This is an optimization exercise on Yosys and OpenROAD, whose aim is small area, a short achievable clock period and few clock cycles, not a production implementation. Power and IR drop assume default switching activity.

==> flow/design.v <==
module geofence ( clk,reset,X,Y,valid,is_inside);
input clk;
input reset;
input [9:0] X;
input [9:0] Y;
output reg valid;
output reg is_inside;
localparam FIRST = 2'd0, USCAN = 2'd1, WSCAN = 2'd2, MULW = 2'd3;
reg [3:0] cnt;
reg [9:0] px, py;        
reg [21:0] q5;           
reg [29:0] q4;           
reg [21:0] q3, q2, q1, q0;   
reg [15:0] m;            
reg [1:0] st;
reg pass;                
reg two;
reg [3:0] ri;            
reg [2:0] pcnt;          
reg [2:0] wcnt;          
reg have_u, have_w, more;
reg [3:0] bcnt;          
reg signed [10:0] ux, uy, wx, wy;
reg signed [12:0] acc;
reg neg;                 
reg done, res;           
function [10:0] sub10;
    input [9:0] a, b;
    reg [10:0] g, p, gn, pn;
    integer l, j;
    begin
        g = {a & ~b, 1'b1};
        p = {~(a ^ b), 1'b0};
        for (l = 1; l < 16; l = l * 2) begin
            for (j = 0; j < 11; j = j + 1) begin
                if (j >= l) begin
                    gn[j] = g[j] | (p[j] & g[j-l]);
                    pn[j] = p[j] & p[j-l];
                end else begin
                    gn[j] = g[j];
                    pn[j] = p[j];
                end
            end
            g = gn;
            p = pn;
        end
        sub10 = {~g[10], ~(a ^ b) ^ g[9:0]};
    end
endfunction
wire signed [10:0] dx = sub10(X, px);
wire signed [10:0] dy = sub10(Y, py);
function neg13;
    input [12:0] a, b;
    reg [11:0] g, p, gn, pn;
    integer l, j;
    begin
        g = a[11:0] & b[11:0];
        p = a[11:0] | b[11:0];
        for (l = 1; l < 12; l = l * 2) begin
            for (j = 0; j < 12; j = j + 1) begin
                if (j >= l) begin
                    gn[j] = g[j] | (p[j] & g[j-l]);
                    pn[j] = p[j] & p[j-l];
                end else begin
                    gn[j] = g[j];
                    pn[j] = p[j];
                end
            end
            g = gn;
            p = pn;
        end
        neg13 = a[12] ^ b[12] ^ g[11];
    end
endfunction
wire signed [10:0] vx = q5[21:11];
wire signed [10:0] vy = q5[10:0];
wire [12:0] x1 = {{2{vx[10]}}, vx};          
wire [12:0] y1 = {{2{vy[10]}}, vy};          
wire [12:0] x2 = {vx[10], vx, 1'b0};         
wire [12:0] y2 = {vy[10], vy, 1'b0};         
wire [7:0] b;
assign b[0] = ~vy[10];                       
assign b[1] = ~neg13(y2, ~x1);               
assign b[2] = ~neg13(y1, ~x1);               
assign b[3] = ~neg13(y1, ~x2);               
assign b[4] = vx[10];                        
assign b[5] = neg13(y1, x2);                 
assign b[6] = neg13(y1, x1);                 
assign b[7] = neg13(y2, x1);                 
function [15:0] onehot;
    input [7:0] c;
    integer n;
    begin
        for (n = 0; n < 7; n = n + 1) begin
            onehot[n] = c[n] & ~c[n+1];
            onehot[n+8] = ~c[n] & c[n+1];
        end
        onehot[7] = c[7] & c[0];
        onehot[15] = ~c[7] & ~c[0];
    end
endfunction
function [3:0] encode;
    input [15:0] h;
    begin
        encode[0] = h[1] | h[3] | h[5] | h[7] | h[9] | h[11] | h[13] | h[15];
        encode[1] = h[2] | h[3] | h[6] | h[7] | h[10] | h[11] | h[14] | h[15];
        encode[2] = h[4] | h[5] | h[6] | h[7] | h[12] | h[13] | h[14] | h[15];
        encode[3] = |h[15:8];
    end
endfunction
wire [15:0] h4 = onehot(q4[29:22]);
wire [15:0] me = m | h4;
genvar k;
wire [15:0] z = ~me;
wire [31:0] zz = {z, z};
wire [15:0] r7, r8;
generate
    for (k = 0; k < 16; k = k + 1) begin : g_run
        assign r7[k] = &zz[k+6:k];
        assign r8[k] = &zz[k+7:k];
    end
endgenerate
wire out = |r8;
wire amb = ~out & (|r7);
wire lo = |r7[7:0];
wire [3:0] s = encode(lo ? {8'd0, r7[7:0]} : r7);
wire in_i = h4[ri];
wire in_j = h4[{~ri[3], ri[2:0]}];
wire signed [10:0] qx = q4[21:11];
wire signed [10:0] qy = q4[10:0];
wire lastbit = (bcnt == 4'd10);
wire mdone = (bcnt == 4'd11);
wire signed [12:0] ta = (lastbit ? wx[0] : wy[0]) ? (lastbit ? uy : ux) : 11'sd0;
wire signed [12:0] tb = (lastbit ? wy[0] : wx[0]) ? (lastbit ? ux : uy) : 11'sd0;
wire signed [12:0] sum = acc + ta - tb;
wire nonneg = ~neg;
wire slow = (cnt == 4'd9) & ~valid;
always @(posedge clk or posedge reset) begin
    if (reset) begin
        cnt <= 4'd0;
        valid <= 1'b0;
    end else begin
        if (cnt == 4'd8) begin
            cnt <= 4'd9;
            valid <= ~amb;
        end else if (cnt == 4'd9) begin
            if (valid) begin
                cnt <= 4'd0;
                valid <= 1'b0;
            end else if (done)
                valid <= 1'b1;
        end else
            cnt <= cnt + 4'd1;
    end
end
task finish_run;
    input outside;
    begin
        if (outside & two & ~pass) begin
            pass <= 1'b1;
            ri[3] <= ~ri[3];
            st <= FIRST;
            pcnt <= 3'd0;
            have_u <= 1'b0;
            have_w <= 1'b0;
            more <= 1'b0;
            bcnt <= 4'd15;
        end
    end
endtask
always @(posedge clk) begin
    if (cnt == 4'd0) begin
        px <= X;
        py <= Y;
    end
    q5 <= (cnt >= 4'd7) ? q0 : {dx, dy};
    q4 <= {b, q5};
    q3 <= q4[21:0];
    q2 <= q3; q1 <= q2; q0 <= q1;
    if (cnt == 4'd3)
        m <= h4;
    else if ((cnt >= 4'd4) & (cnt <= 4'd8))
        m <= me;
    if (cnt == 4'd8)
        is_inside <= ~out;
    else if (done)
        is_inside <= res;
end
always @(*) begin
    done = 1'b0;
    res = 1'b0;
    if (slow) begin
        case (st)
        FIRST: if ((pcnt == 3'd6) & mdone) begin
                if (nonneg)
                    res = 1'b1;
                if (nonneg | ~more)
                    done = ~(two & ~pass & ~nonneg);
            end
        USCAN: if (pcnt == 3'd6) done = ~(two & ~pass);
        MULW: if (mdone & nonneg) begin
                done = 1'b1;
                res = 1'b1;
            end
        default: ;
        endcase
    end
end
always @(posedge clk) begin
    if ((bcnt >= 4'd10) | (st == WSCAN))
        acc <= 13'sd0;
    else
        acc <= sum >>> 1;
end
always @(posedge clk) begin
    if (~slow) begin
        ri <= s - 4'd1;
        two <= lo & (|r7[15:8]);
        st <= FIRST;
        pass <= 1'b0;
        pcnt <= 3'd0;
        have_u <= 1'b0;
        have_w <= 1'b0;
        more <= 1'b0;
        bcnt <= 4'd15;
    end else begin
        if (bcnt <= 4'd10) begin
            bcnt <= bcnt + 4'd1;
            wx <= wx >>> 1;
            wy <= wy >>> 1;
        end
        if (bcnt == 4'd10)
            neg <= sum[12];
        case (st)
        FIRST: begin
            if (pcnt != 3'd6) begin
                pcnt <= pcnt + 3'd1;
                if (in_i) begin
                    if (~have_u) begin
                        ux <= qx;
                        uy <= qy;
                        have_u <= 1'b1;
                    end else
                        more <= 1'b1;
                end
                if (in_j) begin
                    if (~have_w) begin
                        wx <= qx;
                        wy <= qy;
                        have_w <= 1'b1;
                    end else
                        more <= 1'b1;
                end
            end
            if (have_u & have_w & (bcnt == 4'd15))
                bcnt <= 4'd0;
            if ((pcnt == 3'd6) & mdone) begin
                if (nonneg)
                    finish_run(1'b0);
                else if (~more)
                    finish_run(1'b1);
                else begin
                    st <= USCAN;
                    pcnt <= 3'd0;
                end
            end
        end
        USCAN: begin
            if (pcnt == 3'd6)
                finish_run(1'b1);
            else begin
                pcnt <= pcnt + 3'd1;
                if (in_i) begin
                    ux <= qx;
                    uy <= qy;
                    wcnt <= 3'd0;
                    st <= WSCAN;
                end
            end
        end
        WSCAN: begin
            wcnt <= wcnt + 3'd1;
            if (in_j) begin
                wx <= qx;
                wy <= qy;
                bcnt <= 4'd0;
                st <= MULW;
            end else if (wcnt == 3'd5)
                st <= USCAN;
        end
        MULW: begin
            if (mdone) begin
                if (nonneg)
                    finish_run(1'b0);
                else
                    st <= (wcnt == 3'd6) ? USCAN : WSCAN;
            end
        end
        endcase
    end
end
endmodule
Settings: LEC_CHECK=0, CAP_MARGIN=20, CORE_MARGIN=2, CORE_UTILIZATION=40, CTS_BUF_LIST=sky130_fd_sc_hd__clkbuf_8, CTS_CLUSTER_SIZE=30, SETUP_SLACK_MARGIN=5.0, SLEW_MARGIN=20; clock period 8.0 ns.
run.sh (not shown) runs the stock make flow with config.mk's settings and CLKGATE_MAP_FILE= SYNTH_SCRIPT=/design/flow/synth_recipe.tcl, a recipe that flattens the netlist after the stock synthesis.
Edit:
--- a/flow/design.v
+++ b/flow/design.v
@@ -6,5 +6,5 @@
 output reg valid;
 output reg is_inside;
-localparam FIRST = 2'd0, USCAN = 2'd1, WSCAN = 2'd2, MULW = 2'd3;
+localparam PREP = 3'd0, FIRST = 3'd1, USCAN = 3'd2, WSCAN = 3'd3, MULW = 3'd4;
 reg [3:0] cnt;
 reg [9:0] px, py;        
@@ -13,5 +13,5 @@
 reg [21:0] q3, q2, q1, q0;   
 reg [15:0] m;            
-reg [1:0] st;
+reg [2:0] st;
 reg pass;                
 reg two;
@@ -22,5 +22,5 @@
 reg [3:0] bcnt;          
 reg signed [10:0] ux, uy, wx, wy;
-reg signed [12:0] acc;
+reg signed [12:0] acc, d;
 reg neg;                 
 reg done, res;           
@@ -110,5 +110,6 @@
 endfunction
 wire [15:0] h4 = onehot(q4[29:22]);
-wire [15:0] me = m | h4;
+wire [15:0] h5 = onehot(b);
+wire [15:0] me = m | (h5 & {16{cnt == 4'd7}});
 genvar k;
 wire [15:0] z = ~me;
@@ -130,10 +131,12 @@
 wire signed [10:0] qy = q4[10:0];
 wire lastbit = (bcnt == 4'd10);
-wire mdone = (bcnt == 4'd11);
-wire signed [12:0] ta = (lastbit ? wx[0] : wy[0]) ? (lastbit ? uy : ux) : 11'sd0;
-wire signed [12:0] tb = (lastbit ? wy[0] : wx[0]) ? (lastbit ? ux : uy) : 11'sd0;
-wire signed [12:0] sum = acc + ta - tb;
+wire mdone = (bcnt == 4'd12);
+wire yb = (st == WSCAN) ? qy[0] : wy[0];
+wire xb = (st == WSCAN) ? qx[0] : wx[0];
+wire signed [12:0] ta = (lastbit ? xb : yb) ? (lastbit ? uy : ux) : 11'sd0;
+wire signed [12:0] tb = (lastbit ? yb : xb) ? (lastbit ? ux : uy) : 11'sd0;
+wire signed [12:0] sum = acc + d;
 wire nonneg = ~neg;
-wire slow = (cnt == 4'd9) & ~valid;
+wire slow = (cnt == 4'd8) & ~valid;
 always @(posedge clk or posedge reset) begin
     if (reset) begin
@@ -141,8 +144,8 @@
         valid <= 1'b0;
     end else begin
-        if (cnt == 4'd8) begin
-            cnt <= 4'd9;
+        if (cnt == 4'd7) begin
+            cnt <= 4'd8;
             valid <= ~amb;
-        end else if (cnt == 4'd9) begin
+        end else if (cnt == 4'd8) begin
             if (valid) begin
                 cnt <= 4'd0;
@@ -178,9 +181,9 @@
     q3 <= q4[21:0];
     q2 <= q3; q1 <= q2; q0 <= q1;
-    if (cnt == 4'd3)
-        m <= h4;
-    else if ((cnt >= 4'd4) & (cnt <= 4'd8))
-        m <= me;
-    if (cnt == 4'd8)
+    if (cnt == 4'd2)
+        m <= h5;
+    else if ((cnt >= 4'd3) & (cnt <= 4'd7))
+        m <= m | h5;
+    if (cnt == 4'd7)
         is_inside <= ~out;
     else if (done)
@@ -208,5 +211,6 @@
 end
 always @(posedge clk) begin
-    if ((bcnt >= 4'd10) | (st == WSCAN))
+    d <= ta - tb;
+    if ((bcnt == 4'd0) | (bcnt >= 4'd11) | (st == WSCAN))
         acc <= 13'sd0;
     else
@@ -215,7 +219,5 @@
 always @(posedge clk) begin
     if (~slow) begin
-        ri <= s - 4'd1;
-        two <= lo & (|r7[15:8]);
-        st <= FIRST;
+        st <= PREP;
         pass <= 1'b0;
         pcnt <= 3'd0;
@@ -225,12 +227,17 @@
         bcnt <= 4'd15;
     end else begin
-        if (bcnt <= 4'd10) begin
+        if (bcnt <= 4'd11) begin
             bcnt <= bcnt + 4'd1;
             wx <= wx >>> 1;
             wy <= wy >>> 1;
         end
-        if (bcnt == 4'd10)
+        if (bcnt == 4'd11)
             neg <= sum[12];
         case (st)
+        PREP: begin
+            ri <= s - 4'd1;
+            two <= lo & (|r7[15:8]);
+            st <= FIRST;
+        end
         FIRST: begin
             if (pcnt != 3'd6) begin
@@ -282,7 +289,7 @@
             wcnt <= wcnt + 3'd1;
             if (in_j) begin
-                wx <= qx;
-                wy <= qy;
-                bcnt <= 4'd0;
+                wx <= qx >>> 1;
+                wy <= qy >>> 1;
+                bcnt <= 4'd1;
                 st <= MULW;
             end else if (wcnt == 3'd5)
Result: The new run finished clean; critical path depth decreases by 4; clock skew came out lower by 8.5 ps; total power rose by 30%; die area goes up by 12%; count of clock-buffer cells in the layout rises by 6; register-to-register slack degrades by 130 ps; routed wire length is higher by 34%; cell count came out higher by 21%; worst setup slack is worse by 130 ps; combinational power rose by 100%; synthesized area goes up by 13%; global-route usage grows by 2.9 points; cell area rises by 20%.
No functional check of the RTL was part of any run of this note.

==> what the ideal ports hide <==
The results above use ideal ports. As a check the final layouts listed here were re-extracted and re-timed, cells and wires unchanged. Step 1, drivers: a clkbuf_16 drives clk and a buf_2 each remaining input, both assumed. Step 2 times the ports against the registers' clock, not the clock port: input delays grow and output delays shrink by t, the midpoint of the rising clock arrivals with the driver on. Slacks: no drivers / after step 1 / after step 2; pairs: no drivers / after step 1.
run	t, ns	setup WS [ns]	worst setup path at the end	slew at the worst register clock pin (ns)	cell pins on the clock port's net
the first run	0.597	4.449 / 4.449 / 4.449	register to register	0.07 / 0.07	1
the second run	0.611	4.322 / 4.322 / 4.238	input to register	0.07 / 0.07	1
After both steps setup and hold are still met in every run listed. For the second run, which loses most, drivers alone change the setup slack by 0.000 ns; drivers and shift together by -0.084 ns.
